From an optimization exercise on the open Yosys and OpenROAD flow, aimed at small area; shortcuts taken in it are not production practice.
The RTL was checked by simulation tests, not by an equivalence proof against the original design.

the previous run:
## top
module top(
    input         clk,
    input         rst,
    input  [26:0] freq_config,
    input  [26:0] phas_config,
    output reg [13:0] S
    );
Size in the first run: ~1200 cells after synthesis, roughly 70 I/O pins, about 0.010 mm2 of cells after synthesis.
Settings: LEC_CHECK=0, ABC_AREA=1, CAP_MARGIN=20, CORE_MARGIN=2, CORE_UTILIZATION=60, SLEW_MARGIN=20, SYNTH_HIERARCHICAL=1, SYNTH_MINIMUM_KEEP_SIZE=0; clock period 8.0 ns.
standard.sh (not shown) runs the stock make flow with config.mk's settings and CLKGATE_MAP_FILE= SYNTH_SCRIPT=/design/flow/synth_recipe.tcl, a recipe that flattens the netlist after the stock synthesis.
==> flow/flow/run.sh <==
#!/bin/bash
# The standard layout (the standard.sh), with two changes:
#  - the port buffers are the smallest buffer, sky130_fd_sc_hd__buf_1;
#  - clock tree synthesis inserts no dummy loads.
set -euo pipefail
bash standard.sh \
  'BUFFER_PORTS_ARGS=-buffer_cell sky130_fd_sc_hd__buf_1' \
  'CTS_ARGS=-sink_clustering_enable -repair_clock_nets -dont_use_dummy_load' \
  finish > standard_flow.log 2>&1
What the current run does differently from the previous run at the input level:
--- a/flow/design.v
+++ b/flow/design.v
@@ -623,19 +623,33 @@
     wire v580 = ~g234;
     wire s581, c582;
     fadd us581 (.a(g302), .b(v580), .c(c575), .s(s581), .co(c582));
     wire s583, c584;
     hadd us583 (.a(s581), .b(c577), .s(s583), .co(c584));
     wire s585, c586;
     hadd us585 (.a(g234), .b(c582), .s(s585), .co(c586));
     wire [14:0] r1 = {s585, s583, s578, s572, c554, c541, c528, c514, c500, c486, c472, c458, c444, s443, 1'b1};
     wire [14:0] r2 = {c584, c579, c573, c564, s563, s553, s540, s527, s513, s499, s485, s471, s457, lg365, lg429};
-    wire [14:0] rs = r1 + r2;
+    wire [14:0] rs;
+    assign rs[0] = 1'b0;
+    wire s587, c588;
+    fadd us587 (.a(r1[1]), .b(r2[1]), .c(r2[0]), .s(s587), .co(c588));
+    assign rs[1] = s587;
+    wire s589, c590;
+    fadd us589 (.a(r1[2]), .b(r2[2]), .c(c588), .s(s589), .co(c590));
+    assign rs[2] = s589;
+    wire [11:0] sg591 = {1'b0, r1[12:3], 1'b1} + {1'b0, r2[12:3], c590};
+    assign rs[12:3] = sg591[10:1];
+    wire s592, c593;
+    fadd us592 (.a(r1[13]), .b(r2[13]), .c(sg591[11]), .s(s592), .co(c593));
+    assign rs[13] = s592;
+    wire s594 = r1[14] ^ r2[14] ^ c593;
+    assign rs[14] = s594;
     always @(posedge clk) S <= rs[14:1];
 endmodule
 module fadd(input a, input b, input c, output s, output co);
     assign s  = a ^ b ^ c;
     assign co = (a & b) | (c & (a ^ b));
 endmodule
 module hadd(input a, input b, output s, output co);
     assign s  = a ^ b;
     assign co = a & b;
[summary]
Of the previous run and the current run, the current run shows the higher fraction of area in registers, with the previous run below it.
From the previous run to the current run the numbers moved as follows: maximum cell stage delay along the critical path shows an increase of 0.16 ns; utilization went down 0.22 points; clock-cell share of area held steady; cell count after placement has decreased.
The met2 track utilization from global routing of the current run is higher than that of the previous run.
Compared with the previous run, in the current run synthesized cell count went down by about 1.2%.
Floorplan core area down 0.35% in the current run wrt the previous run

== sierra ==
top, a different RTL version from the one above (not shown whole).
Size in the first run: about 110 flip-flops, about 9500 um2 of cells after synthesis.
export LEC_CHECK = 0
export ABC_AREA = 1
export CAP_MARGIN = 20
export CORE_MARGIN = 2
export CORE_UTILIZATION = 60
export GPL_TIMING_DRIVEN = 0
export SLEW_MARGIN = 20
export SYNTH_HIERARCHICAL = 1
export SYNTH_MINIMUM_KEEP_SIZE = 0
create_clock -name core_clock -period 8.0 [get_ports {clk}]
==> flow/flow/run.sh <==
#!/bin/bash
# The standard layout (the standard.sh), with three changes:
#  - the port buffers are the smallest buffer, sky130_fd_sc_hd__buf_1;
#  - clock tree synthesis inserts no dummy loads;
#  - the buffers that synthesis inserted are removed at floorplan
#    (REMOVE_ABC_BUFFERS), since placement is not timing driven
#    (GPL_TIMING_DRIVEN 0 in config.mk) and so does not remove them itself.
# The make output goes to standard_flow.log; each ORFS step keeps its own log
# under orfs/logs.
set -euo pipefail
bash standard.sh \
  'BUFFER_PORTS_ARGS=-buffer_cell sky130_fd_sc_hd__buf_1' \
  'CTS_ARGS=-sink_clustering_enable -repair_clock_nets -dont_use_dummy_load' \
  REMOVE_ABC_BUFFERS=1 \
  finish > standard_flow.log 2>&1
Setup changes, sierra to yarrow
--- a/flow/design.v
+++ b/flow/design.v
@@ -664,52 +664,58 @@
     hadd us585 (.a(g234), .b(c582), .s(s585), .co(c586));
     wire [14:0] r1 = {s585, s583, s578, s572, c554, c541, c528, c514, c500, c486, c472, c458, c444, s443, 1'b1};
     wire [14:0] r2 = {c584, c579, c573, c564, s563, s553, s540, s527, s513, s499, s485, s471, s457, lg365, lg429};
     wire [14:0] rs;
     assign rs[0] = 1'b0;
     wire s587, c588;
     fadd us587 (.a(r1[1]), .b(r2[1]), .c(r2[0]), .s(s587), .co(c588));
     assign rs[1] = s587;
     wire s589, c590;
     fadd us589 (.a(r1[2]), .b(r2[2]), .c(c588), .s(s589), .co(c590));
     assign rs[2] = s589;
-    wire [11:0] sg591 = {1'b0, r1[12:3], 1'b1} + {1'b0, r2[12:3], c590};
-    assign rs[12:3] = sg591[10:1];
-    wire s592, c593;
-    fadd us592 (.a(r1[13]), .b(r2[13]), .c(sg591[11]), .s(s592), .co(c593));
-    assign rs[13] = s592;
-    wire s594 = r1[14] ^ r2[14] ^ c593;
-    assign rs[14] = s594;
+    wire s591, c592;
+    fadd us591 (.a(r1[3]), .b(r2[3]), .c(c590), .s(s591), .co(c592));
+    assign rs[3] = s591;
+    wire [9:0] sg593 = {1'b0, r1[11:4], 1'b1} + {1'b0, r2[11:4], c592};
+    assign rs[11:4] = sg593[8:1];
+    wire s594, c595;
+    fadd us594 (.a(r1[12]), .b(r2[12]), .c(sg593[9]), .s(s594), .co(c595));
+    assign rs[12] = s594;
+    wire s596, c597;
+    fadd us596 (.a(r1[13]), .b(r2[13]), .c(c595), .s(s596), .co(c597));
+    assign rs[13] = s596;
+    wire s598 = r1[14] ^ r2[14] ^ c597;
+    assign rs[14] = s598;
     always @(posedge clk) S <= rs[14:1];
 endmodule
 module fadd(input a, input b, input c, output s, output co);
     assign s  = a ^ b ^ c;
     assign co = (a & b) | (c & (a ^ b));
 endmodule
 module hadd(input a, input b, output s, output co);
     assign s  = a ^ b;
     assign co = a & b;
 endmodule
 module cmaj(input a, input b, input c, output co);
     assign co = (a & b) | (c & (a | b));
 endmodule
 module hlut(input [4:0] v, output ta_none0, output ta_none1, output ta_none2, output ta_none3, output ta_ntwo0, output ta_ntwo1, output ta_ntwo2, output ta_neg0, output ta_neg1, output ta_neg2, output tb_none0, output tb_none1, output tb_none2, output tb_ntwo0, output tb_ntwo1, output tb_ntwo2, output tb_neg0, output tb_neg1, output tb_neg2);
     assign ta_none0 = 32'h732d5555 >> v;
     assign ta_none1 = 32'h9b25a5a5 >> v;
-    assign ta_none2 = 32'h03fc3f07 >> v;
-    assign ta_none3 = 32'h00003bff >> v;
+    assign ta_none2 = 32'h03fc3f03 >> v;
+    assign ta_none3 = 32'h00003fff >> v;
     assign ta_ntwo0 = 32'hadf6eeee >> v;
     assign ta_ntwo1 = 32'h7cfbde7b >> v;
     assign ta_ntwo2 = 32'hffffc0ff >> v;
     assign ta_neg0 = 32'h08488888 >> v;
-    assign ta_neg1 = 32'h041c4318 >> v;
-    assign ta_neg2 = 32'h0003c400 >> v;
+    assign ta_neg1 = 32'h041c431c >> v;
+    assign ta_neg2 = 32'h0003c000 >> v;
     assign tb_none0 = 32'h00e4ab30 >> v;
     assign tb_none1 = 32'h33b8f03f >> v;
-    assign tb_none2 = 32'hff008fff >> v;
+    assign tb_none2 = 32'hff00afff >> v;
     assign tb_ntwo0 = 32'hff5b77cf >> v;
     assign tb_ntwo1 = 32'hfc7f0fff >> v;
     assign tb_ntwo2 = 32'h00ffffff >> v;
-    assign tb_neg0 = 32'haa36cc3f >> v;
-    assign tb_neg1 = 32'hc0c88fc0 >> v;
-    assign tb_neg2 = 32'hffff7000 >> v;
+    assign tb_neg0 = 32'haa76cc3f >> v;
+    assign tb_neg1 = 32'hc0c8afc0 >> v;
+    assign tb_neg2 = 32'hffff7011 >> v;
 endmodule
--- outcome ---
For yarrow, the beginning of the critical path was v4[0]$_DFF_P_, unlike sierra, where it was v4[1]$_DFF_P_.
Per the comparison of yarrow with sierra, first-pass detailed-route iteration total went down; global routing usage on met3 went down; final instance area did not really move.
yarrow vs. sierra: die area fell 0.87%, total length of routed met2 wires fell by 2.6%, sequential fraction of the synthesis area went up, number of non-clock buffers in the layout now sits higher, via count of the first global-routing pass saw a decrease.
As of yarrow, cell count after synthesis had fallen slightly compared to sierra.
Met1 usage in global routing | yarrow below sierra

top, a different RTL version from the one above (not shown whole).
For scale: about 1,100 cells after synthesis, ~110 flip-flops, roughly 70 I/O pins, about 9700 µm² of cells after synthesis.
export LEC_CHECK = 0
export ABC_AREA = 1
export CAP_MARGIN = 20
export CORE_MARGIN = 2
export CORE_UTILIZATION = 60
export SLEW_MARGIN = 20
export SYNTH_HIERARCHICAL = 1
export SYNTH_MINIMUM_KEEP_SIZE = 0
create_clock -name core_clock -period 8.0 [get_ports {clk}]
==> flow/flow/run.sh <==
#!/bin/bash
# The standard layout (the standard.sh), with two changes:
#  - the port buffers are the smallest buffer, sky130_fd_sc_hd__buf_1;
#  - clock tree synthesis inserts no dummy loads.
set -euo pipefail
bash standard.sh \
  'BUFFER_PORTS_ARGS=-buffer_cell sky130_fd_sc_hd__buf_1' \
  'CTS_ARGS=-sink_clustering_enable -repair_clock_nets -dont_use_dummy_load' \
  finish > standard_flow.log 2>&1
Then changed:
--- a/flow/design.v
+++ b/flow/design.v
@@ -203,17 +203,22 @@
     wire s165, c166;
     hadd us165 (.a(cq[13]), .b(c164), .s(s165), .co(c166));
     always @(posedge clk) begin
         rd <= rst;
         ci <= {s138, s136, s134, s132, s130, s128, s126, s124, s122, s120, s118, s116, s114, s113} & {14{~rd}};
         cqh <= {s165, s163, s161, s159, s157, s155, s153, s151, s149, s147, s145, s143, s141} & {13{~rd}};
     end
     wire [3:0] ta_one, ta_two, ta_neg, tb_one, tb_two, tb_neg;
-    hlut ut(.v(v4), .ta_one(ta_one), .ta_two(ta_two), .ta_neg(ta_neg), .tb_one(tb_one), .tb_two(tb_two), .tb_neg(tb_neg));
+    assign ta_two[3] = 1'b0;
+    assign ta_neg[3] = 1'b0;
+    assign tb_one[3] = 1'b0;
+    assign tb_two[3] = 1'b1;
+    assign tb_neg[3] = 1'b0;
+    hlut ut(.v(v4), .ta_one0(ta_one[0]), .ta_one1(ta_one[1]), .ta_one2(ta_one[2]), .ta_one3(ta_one[3]), .ta_two0(ta_two[0]), .ta_two1(ta_two[1]), .ta_two2(ta_two[2]), .ta_neg0(ta_neg[0]), .ta_neg1(ta_neg[1]), .ta_neg2(ta_neg[2]), .tb_one0(tb_one[0]), .tb_one1(tb_one[1]), .tb_one2(tb_one[2]), .tb_two0(tb_two[0]), .tb_two1(tb_two[1]), .tb_two2(tb_two[2]), .tb_neg0(tb_neg[0]), .tb_neg1(tb_neg[1]), .tb_neg2(tb_neg[2]));
     wire [13:0] ca = f4 ? ci : cq;
     wire [13:0] cb = f4 ? cq : ci;
     wire g167 = ta_neg[0] ^ sa4;
     wire p168 = ((ta_one[0] & ca[0])) ^ g167;
     wire p169 = ((ta_one[0] & ca[1]) | (ta_two[0] & ca[0])) ^ g167;
     wire p170 = ((ta_one[0] & ca[2]) | (ta_two[0] & ca[1])) ^ g167;
     wire p171 = ((ta_one[0] & ca[3]) | (ta_two[0] & ca[2])) ^ g167;
     wire p172 = ((ta_one[0] & ca[4]) | (ta_two[0] & ca[3])) ^ g167;
@@ -656,35 +661,29 @@
 endmodule
 module hadd(input a, input b, output s, output co);
     assign s  = a ^ b;
     assign co = a & b;
 endmodule
 module cmaj(input a, input b, input c, output co);
     assign co = (a & b) | (c & (a | b));
 endmodule
-module hlut(input [4:0] v, output [3:0] ta_one, output [3:0] ta_two, output [3:0] ta_neg,
-            output [3:0] tb_one, output [3:0] tb_two, output [3:0] tb_neg);
-    assign ta_one[0] = 32'h8cd2aaaa >> v;
-    assign ta_one[1] = 32'h64da5a5a >> v;
-    assign ta_one[2] = 32'hfc03c1f8 >> v;
-    assign ta_one[3] = 32'hffffc400 >> v;
-    assign ta_two[0] = 32'h52091111 >> v;
-    assign ta_two[1] = 32'h83042184 >> v;
-    assign ta_two[2] = 32'h00003e00 >> v;
-    assign ta_two[3] = 32'h00000000 >> v;
-    assign ta_neg[0] = 32'h08488888 >> v;
-    assign ta_neg[1] = 32'h041c4218 >> v;
-    assign ta_neg[2] = 32'h0003c400 >> v;
-    assign ta_neg[3] = 32'h00000000 >> v;
-    assign tb_one[0] = 32'hff1b54cf >> v;
-    assign tb_one[1] = 32'hcc4307c0 >> v;
-    assign tb_one[2] = 32'h00ff1000 >> v;
-    assign tb_one[3] = 32'hff000000 >> v;
-    assign tb_two[0] = 32'h00a48830 >> v;
-    assign tb_two[1] = 32'h0380f800 >> v;
-    assign tb_two[2] = 32'hff000000 >> v;
-    assign tb_two[3] = 32'h00ffffff >> v;
-    assign tb_neg[0] = 32'haa32c43f >> v;
-    assign tb_neg[1] = 32'hc0c0efc0 >> v;
-    assign tb_neg[2] = 32'h00ff1000 >> v;
-    assign tb_neg[3] = 32'h00000000 >> v;
+module hlut(input [4:0] v, output ta_one0, output ta_one1, output ta_one2, output ta_one3, output ta_two0, output ta_two1, output ta_two2, output ta_neg0, output ta_neg1, output ta_neg2, output tb_one0, output tb_one1, output tb_one2, output tb_two0, output tb_two1, output tb_two2, output tb_neg0, output tb_neg1, output tb_neg2);
+    assign ta_one0 = 32'h8cd2aaaa >> v;
+    assign ta_one1 = 32'h64da5a5a >> v;
+    assign ta_one2 = 32'hfc03c0f8 >> v;
+    assign ta_one3 = 32'hffffc400 >> v;
+    assign ta_two0 = 32'h52091111 >> v;
+    assign ta_two1 = 32'h83042184 >> v;
+    assign ta_two2 = 32'h00003f00 >> v;
+    assign ta_neg0 = 32'h08488888 >> v;
+    assign ta_neg1 = 32'h041c4318 >> v;
+    assign ta_neg2 = 32'h0003c400 >> v;
+    assign tb_one0 = 32'hff1b54cf >> v;
+    assign tb_one1 = 32'hcc470fc0 >> v;
+    assign tb_one2 = 32'h00ff7000 >> v;
+    assign tb_two0 = 32'h00a48830 >> v;
+    assign tb_two1 = 32'h0380f000 >> v;
+    assign tb_two2 = 32'hff000000 >> v;
+    assign tb_neg0 = 32'haa36cc3f >> v;
+    assign tb_neg1 = 32'hc0c08fc0 >> v;
+    assign tb_neg2 = 32'hffff7000 >> v;
 endmodule
Hold slack loses 10 ps.
Routed wire length came out lower by 10%.
Final area fell by 1.4%.
Maximum frequency went down by 1.3%.
Die area is lower by 2.1%.
Setup slack degrades by 94 ps.
Clock-buffer cell count stays the same.
Synthesized cell count shrinks by 2.1%.

[static timing again, ports no longer ideal]
Ports are ideal in the flow. The routed layouts listed here were re-timed in OpenROAD. Step 1 sets driving cells, clkbuf_16 on the clock port and buf_2 on the other inputs (assumed; they add their load-dependent delay and slew). Step 2, shift: input delay + t, output delay - t, t = (earliest + latest rising clock arrival at the registers) / 2. This alone moves slack from input paths to output paths. a / b / c = no drivers / after step 1 / after step 2; a / b = the first two.
run | t, ns | setup WS [ns] | hold WS [ns] | latest minus earliest clock arrival (ns)
the previous run | 0.387 | 1.025 / 1.041 / 0.654 | 0.309 / 0.309 / 0.309 | 0.030 / 0.030
the current run | 0.399 | 0.642 / 0.642 / 0.642 | 0.328 / 0.328 / 0.328 | 0.036 / 0.035
sierra | 0.386 | 0.418 / 0.418 / 0.259 | 0.311 / 0.311 / 0.311 | 0.025 / 0.025
yarrow | 0.382 | 0.401 / 0.401 / 0.278 | 0.325 / 0.325 / 0.325 | 0.028 / 0.028
the first run of note 3 | 0.384 | 0.887 / 0.887 / 0.692 | 0.327 / 0.327 / 0.327 | 0.028 / 0.028
the second run of note 3 | 0.391 | 0.793 / 0.793 / 0.686 | 0.317 / 0.317 / 0.317 | 0.030 / 0.031
After both steps setup and hold are still met in every run listed. For the previous run, which loses most, drivers alone change the setup slack by +0.016 ns; drivers and shift together by -0.371 ns.
